This design comes from an exercise in tuning for small area, a short achievable clock period and few clock cycles per item on the open sky130 flow, not from production work. In this exercise RTL edits were held to simulation tests only and were not proved equivalent to the original.

## main
Design fp_top, start of the top module:
module fp_top
#(
    parameter fp_pkg::fp_format_e  FP_FORMAT   = fp_pkg::FP32,
    parameter fp_pkg::int_format_e INT_FORMAT  = fp_pkg::INT32,
    parameter logic        RISCV_MODE  = 1'b0
)
(
    input clk_i,
    input rst_i,
    input start_i,
    output logic ready_o,
    input [63:0] a_i,
    input [63:0] b_i,
    input [63:0] c_i,
    input fp_pkg::roundmode_e rnd_i,
    input fp_pkg::float_op_e op_i,
    input [1:0] op_modify_i,
    output logic [63:0] result_o,
    output logic valid_o,
    output fp_pkg::status_t flags_o
);
Size: ~18,000 cells after synthesis, about 0.11 sq mm of cells after synthesis.
export LEC_CHECK = 0
export ABC_AREA = 1
export CAP_MARGIN = 20
export CORE_MARGIN = 2
export CORE_UTILIZATION = 40
export SETUP_SLACK_MARGIN = 5
export SLEW_MARGIN = 20
create_clock -name core_clock -period 20.0 [get_ports {clk_i}]
run.sh (not shown) runs the stock make flow with config.mk's settings and CLKGATE_MAP_FILE= SYNTH_SCRIPT=/design/flow/synth_recipe.tcl, a recipe that flattens the netlist after the stock synthesis.
Testbench counts of main, summed over its fixed seeds: cycles 35,466, ops 24,000.
Input changes introduced in the feature branch (baseline for comparison: main):
==> flow/flow/run.sh (new file) <==
#!/bin/bash
set -euo pipefail
bash standard.sh SETUP_SLACK_MARGIN=7 finish > flow_make.log 2>&1
==> flow/standard.sh (new file) <==
#!/bin/bash
# synth_recipe.tcl (not shown) runs the flow's synth.tcl, then flattens the netlist and writes it again
# the make line also repeats each setting of config.mk as NAME=value (left out here)
make -C /OpenROAD-flow-scripts/flow DESIGN_CONFIG=/design/flow/config.mk WORK_HOME=/design/flow/orfs CLKGATE_MAP_FILE= SYNTH_SCRIPT=/design/flow/synth_recipe.tcl "${@:-finish}"
removed: flow/run.sh
Findings:
- Looking at area used by multi-input combinational logic, the feature branch sits 0.0025 sq mm above main.
- The feature branch gives more global-route wire length before repair than main did.
- Compared the feature branch against main; worst hold slack within noise.
- Going from main to the feature branch, wire length the detailed router placed on met1 grows by 3000 microns.
- Diff the feature branch and main: post-detailed-routing wire length lower in main
- Via count of the feature branch exceeds that of main slightly.
- Global-route usage (higher): the feature branch
- The feature branch ends up with a worst-case register-to-register setup slack that is 1.68 ns higher than in main.

* * *

Another version of the RTL of fp_top (not shown whole).
Size: roughly 14000 cells after synthesis, roughly 710 flip-flops, ~110000 sq um of cells after synthesis.
clock: 20.0 ns
lec_check: 0
cap_margin: 20
core_margin: 2
core_utilization: 40
setup_slack_margin: 5
slew_margin: 20
Stock flow here: none of the scripts above is used.
The first run reached the layout checks and failed them: capacitance limit, slew limit.
Testbench counts at the start, summed over its fixed seeds: cycles 38,356, ops 24,000.
==> next run, changes <==
--- a/flow/config.mk
+++ b/flow/config.mk
@@ -9,4 +9,6 @@
 export CORE_MARGIN = 2
-export CORE_UTILIZATION = 40
+export CORE_UTILIZATION = 55
 export SETUP_SLACK_MARGIN = 5
 export SLEW_MARGIN = 20
+export SYNTH_HIERARCHICAL = 1
+export SYNTH_MINIMUM_KEEP_SIZE = 200
The changed run aborted during 5_1_grt.
Synthesized area came out higher by 4.5%.
Synthesized cell count came out higher by 5.1%.

* * *

Another version of the RTL of fp_top (not shown whole).
Size: about 120000 um2 of cells after synthesis.
==> flow/config.mk <==
export PLATFORM = sky130hd
export DESIGN_NAME = fp_top
export DESIGN_NICKNAME = fp_top
export VERILOG_FILES = /design/flow/design.v
export SDC_FILE = /design/flow/constraint.sdc
export NUM_CORES = 8
export LEC_CHECK = 0
export CAP_MARGIN = 20
export CORE_MARGIN = 2
export CORE_UTILIZATION = 40
export SETUP_SLACK_MARGIN = 5
export SLEW_MARGIN = 20
export SYNTH_HIERARCHICAL = 1
export SYNTH_MINIMUM_KEEP_SIZE = 200
==> flow/constraint.sdc <==
create_clock -name core_clock -period 20.0 [get_ports {clk_i}]
set_input_delay 4.0000 -clock core_clock [delete_from_list [all_inputs] [get_ports {clk_i}]]
set_output_delay 4.0000 -clock core_clock [all_outputs]
set_load 0.01 [all_outputs]
standard.sh (not shown) runs the stock make flow with config.mk's settings and CLKGATE_MAP_FILE= SYNTH_SCRIPT=/design/flow/synth_recipe.tcl, a recipe that flattens the netlist after the stock synthesis.
==> flow/flow/run.sh <==
#!/bin/bash
set -euo pipefail
bash standard.sh SETUP_SLACK_MARGIN=8 finish > flow_make.log 2>&1
The first run finished with timing, DRC and antenna clean.
Testbench counts at the start, summed over its fixed seeds: cycles 38,356, ops 24,000.
Edit:
==> flow/run.sh (new file) <==
#!/bin/bash
# synth_recipe.tcl (not shown) runs the flow's synth.tcl, then flattens the netlist and writes it again
# the make line also repeats each setting of config.mk as NAME=value (left out here)
make -C /OpenROAD-flow-scripts/flow DESIGN_CONFIG=/design/flow/config.mk WORK_HOME=/design/flow/orfs CLKGATE_MAP_FILE= SYNTH_SCRIPT=/design/flow/synth_recipe.tcl finish
removed: flow/flow/run.sh
removed: flow/standard.sh
The changed run went through all stages and came out clean. Worst setup slack gets worse by 1.2 ns. Synthesized area stays the same. Utilization fell by 5.7 points.

* * *

Another version of the RTL of fp_top (not shown whole).
Size: roughly 15,000 cells after synthesis, roughly 600 flip-flops, ~280 I/O pins, about 110,000 µm² of cells after synthesis.
==> flow/config.mk <==
export PLATFORM = sky130hd
export DESIGN_NAME = fp_top
export DESIGN_NICKNAME = fp_top
export VERILOG_FILES = /design/flow/design.v
export SDC_FILE = /design/flow/constraint.sdc
export NUM_CORES = 8
export LEC_CHECK = 0
export CAP_MARGIN = 20
export CORE_MARGIN = 2
export CORE_UTILIZATION = 40
export SETUP_SLACK_MARGIN = 5
export SLEW_MARGIN = 20
export SYNTH_HIERARCHICAL = 1
export SYNTH_MINIMUM_KEEP_SIZE = 200
==> flow/constraint.sdc <==
create_clock -name core_clock -period 20.0 [get_ports {clk_i}]
set_input_delay 4.0000 -clock core_clock [delete_from_list [all_inputs] [get_ports {clk_i}]]
set_output_delay 4.0000 -clock core_clock [all_outputs]
set_load 0.01 [all_outputs]
run.sh (not shown) runs the stock make flow with config.mk's settings and CLKGATE_MAP_FILE= SYNTH_SCRIPT=/design/flow/synth_recipe.tcl, a recipe that flattens the netlist after the stock synthesis.
Stock flow here: none of the scripts above is used.
Testbench counts at the start, summed over its fixed seeds: cycles 35,466, ops 24,000.
==> next run, changes <==
--- a/flow/config.mk
+++ b/flow/config.mk
@@ -7,2 +7,3 @@
 export LEC_CHECK = 0
+export ABC_AREA = 1
 export CAP_MARGIN = 20
@@ -12,3 +13 @@
 export SLEW_MARGIN = 20
-export SYNTH_HIERARCHICAL = 1
-export SYNTH_MINIMUM_KEEP_SIZE = 200
Outcome: Global-route usage came out lower by 1.8 points. Clock-buffer cell count came out higher by 2. Setup slack gets better by 0.15 ns. Wire length came out lower by a few percent. Core utilization came out lower by 1.6 points. Synthesized area came out lower slightly. Hold slack stays flat. First-iteration DRC count hardly moves.
==> next run, changes <==
==> flow/flow/run.sh (new file) <==
#!/bin/bash
set -euo pipefail
bash standard.sh SETUP_SLACK_MARGIN=8 finish > flow_make.log 2>&1
==> flow/standard.sh (new file) <==
#!/bin/bash
# synth_recipe.tcl (not shown) runs the flow's synth.tcl, then flattens the netlist and writes it again
# the make line also repeats each setting of config.mk as NAME=value (left out here)
make -C /OpenROAD-flow-scripts/flow DESIGN_CONFIG=/design/flow/config.mk WORK_HOME=/design/flow/orfs CLKGATE_MAP_FILE= SYNTH_SCRIPT=/design/flow/synth_recipe.tcl "${@:-finish}"
removed: flow/run.sh
Outcome: The new run ran to the end with no violations; final cell count went up by 5.1%; die area stays the same; global-route usage went up by 2.2 points; cell area went up by about 16%.
==> next run, changes <==
==> flow/flow/run.sh (replaced) <==
#!/bin/bash
set -euo pipefail
bash standard.sh SETUP_SLACK_MARGIN=6.5 finish > flow_make.log 2>&1
Effect: Via count came out lower by 5.1%; design area drops by 11%; core utilization shrinks by 5.4 points; worst hold slack got worse by 0.0034 ns; fmax fell by about 1.2%.

* * *

== the previous run ==
Another version of the RTL of fp_top (not shown whole).
For scale: roughly 15000 cells after synthesis, roughly 280 I/O pins.
clock: 20.0 ns
lec_check: 0
cap_margin: 20
core_margin: 2
core_utilization: 45
setup_slack_margin: 5
slew_margin: 20
Stock flow here: none of the scripts above is used.
Testbench counts of the previous run, summed over its fixed seeds: cycles 35,466, ops 24,000.
Setup changes, the previous run to the current run
-- flow/config.mk --
<<< the previous run, line 10
export CORE_UTILIZATION = 45
>>> the current run, line 10
export CORE_UTILIZATION = 48
<<< the previous run, line 13
>>> the current run, line 13
export SYNTH_HIERARCHICAL = 1
export SYNTH_MINIMUM_KEEP_SIZE = 200
==> comparison <==
Changes observed in the current run relative to the previous run: post-synthesis cell area rose about 1.8%; total routing resource utilization after global routing rose 6.9 points; final critical-path share of the clock period rose 1.7 points.

* * *

RTL: one of the versions met above, not the one the previous note started from.
Size in the first run: ~18,000 cells after synthesis, ~600 flip-flops, roughly 280 I/O pins, ~110,000 µm² of cells after synthesis.
==> flow/config.mk <==
export PLATFORM = sky130hd
export DESIGN_NAME = fp_top
export DESIGN_NICKNAME = fp_top
export VERILOG_FILES = /design/flow/design.v
export SDC_FILE = /design/flow/constraint.sdc
export NUM_CORES = 8
export LEC_CHECK = 0
export ABC_AREA = 1
export CAP_MARGIN = 20
export CORE_MARGIN = 2
export CORE_UTILIZATION = 40
export SETUP_SLACK_MARGIN = 5
export SLEW_MARGIN = 20
==> flow/constraint.sdc <==
create_clock -name core_clock -period 20.0 [get_ports {clk_i}]
set_input_delay 4.0000 -clock core_clock [delete_from_list [all_inputs] [get_ports {clk_i}]]
set_output_delay 4.0000 -clock core_clock [all_outputs]
set_load 0.01 [all_outputs]
standard.sh (not shown) runs the stock make flow with config.mk's settings and CLKGATE_MAP_FILE= SYNTH_SCRIPT=/design/flow/synth_recipe.tcl, a recipe that flattens the netlist after the stock synthesis.
==> flow/flow/run.sh <==
#!/bin/bash
set -euo pipefail
bash standard.sh SETUP_SLACK_MARGIN=7 finish > flow_make.log 2>&1
Testbench counts at the start, summed over its fixed seeds: cycles 35,466, ops 24,000.
Edit:
==> flow/run.sh (new file) <==
#!/bin/bash
# synth_recipe.tcl (not shown) runs the flow's synth.tcl, then flattens the netlist and writes it again
# the make line also repeats each setting of config.mk as NAME=value (left out here)
make -C /OpenROAD-flow-scripts/flow DESIGN_CONFIG=/design/flow/config.mk WORK_HOME=/design/flow/orfs CLKGATE_MAP_FILE= SYNTH_SCRIPT=/design/flow/synth_recipe.tcl finish
--- a/flow/config.mk
+++ b/flow/config.mk
@@ -6,5 +6,4 @@
 export NUM_CORES = 8
 export LEC_CHECK = 0
-export ABC_AREA = 1
 export CAP_MARGIN = 20
 export CORE_MARGIN = 2
removed: flow/flow/run.sh
removed: flow/standard.sh
Routed wire length increases by about 1.2%.
Non-clock buffer count decreases by 63.
Cell count decreases by 14%.
Edit:
==> flow/flow/run.sh (new file) <==
#!/bin/bash
set -euo pipefail
bash standard.sh SETUP_SLACK_MARGIN=6.5 finish > flow_make.log 2>&1
==> flow/standard.sh (new file) <==
#!/bin/bash
# synth_recipe.tcl (not shown) runs the flow's synth.tcl, then flattens the netlist and writes it again
# the make line also repeats each setting of config.mk as NAME=value (left out here)
make -C /OpenROAD-flow-scripts/flow DESIGN_CONFIG=/design/flow/config.mk WORK_HOME=/design/flow/orfs CLKGATE_MAP_FILE= SYNTH_SCRIPT=/design/flow/synth_recipe.tcl "${@:-finish}"
removed: flow/run.sh
After rerunning: The new run ran to the end with no violations. Setup slack improved by 0.29 ns. Flip-flop and latch count stays the same. Wire length went up by a few percent. Worst hold slack barely changes. Sequential share of layout area went down by 0.84 points.

-- separate check: timing with driven ports --
In the flow no input, the clock included, has a driving cell. The finished layouts below were timed again as built, in two steps.
Step 1 assumes that a clkbuf_16 drives the clock port and a buf_2 every other input.
Step 2 adds t to the input delays and takes it off the output delays; t is the mean of the earliest and latest rising clock arrival at the registers after step 1. Input paths then give back, and output paths get back, about the clock's delay inside the block.
a / b / c = ideal ports / drivers / drivers and shift; a / b = the first two.
run	t, ns	setup slack, ns	hold WS [ns]	worst slew at a driven data input, ns	cell pins on the clock port's net
main	0.846	5.341 / 5.233 / 4.937	0.344 / 0.344 / 0.344	0.17	1
the feature branch	0.858	6.649 / 6.537 / 6.274	0.347 / 0.347 / 0.347	0.18	1
the first run of note 2	0.829	5.267 / 5.181 / 4.611	0.446 / 0.446 / 0.446	0.28	1
the first run of note 3	0.915	6.468 / 6.365 / 6.373	0.449 / 0.449 / 0.449	0.13	1
the second run of note 3	0.843	5.285 / 5.365 / 4.522	0.453 / 0.453 / 0.453	0.11	1
the first run of note 4	0.828	5.045 / 4.954 / 4.667	0.350 / 0.350 / 0.350	0.22	1
the second run of note 4	0.902	5.199 / 5.096 / 4.718	0.351 / 0.351 / 0.351	0.15	1
the third run of note 4	0.899	6.799 / 6.699 / 7.150	0.355 / 0.355 / 0.355	0.14	1
the fourth run of note 4	0.906	6.636 / 6.531 / 5.989	0.352 / 0.352 / 0.352	0.15	1
the previous run	0.863	5.228 / 5.123 / 4.445	0.347 / 0.347 / 0.347	0.11	1
the current run	0.853	4.881 / 4.881 / 4.469	0.349 / 0.349 / 0.349	0.27	1
the first run of note 6	0.900	6.953 / 6.855 / 6.351	0.350 / 0.350 / 0.350	0.15	1
the second run of note 6	0.856	5.180 / 5.123 / 4.501	0.354 / 0.354 / 0.354	0.12	1
the third run of note 6	0.906	5.470 / 5.387 / 5.634	0.355 / 0.355 / 0.355	0.23	1
For the previous run, which loses most, drivers alone change the setup slack by -0.105 ns; drivers and shift together by -0.783 ns.
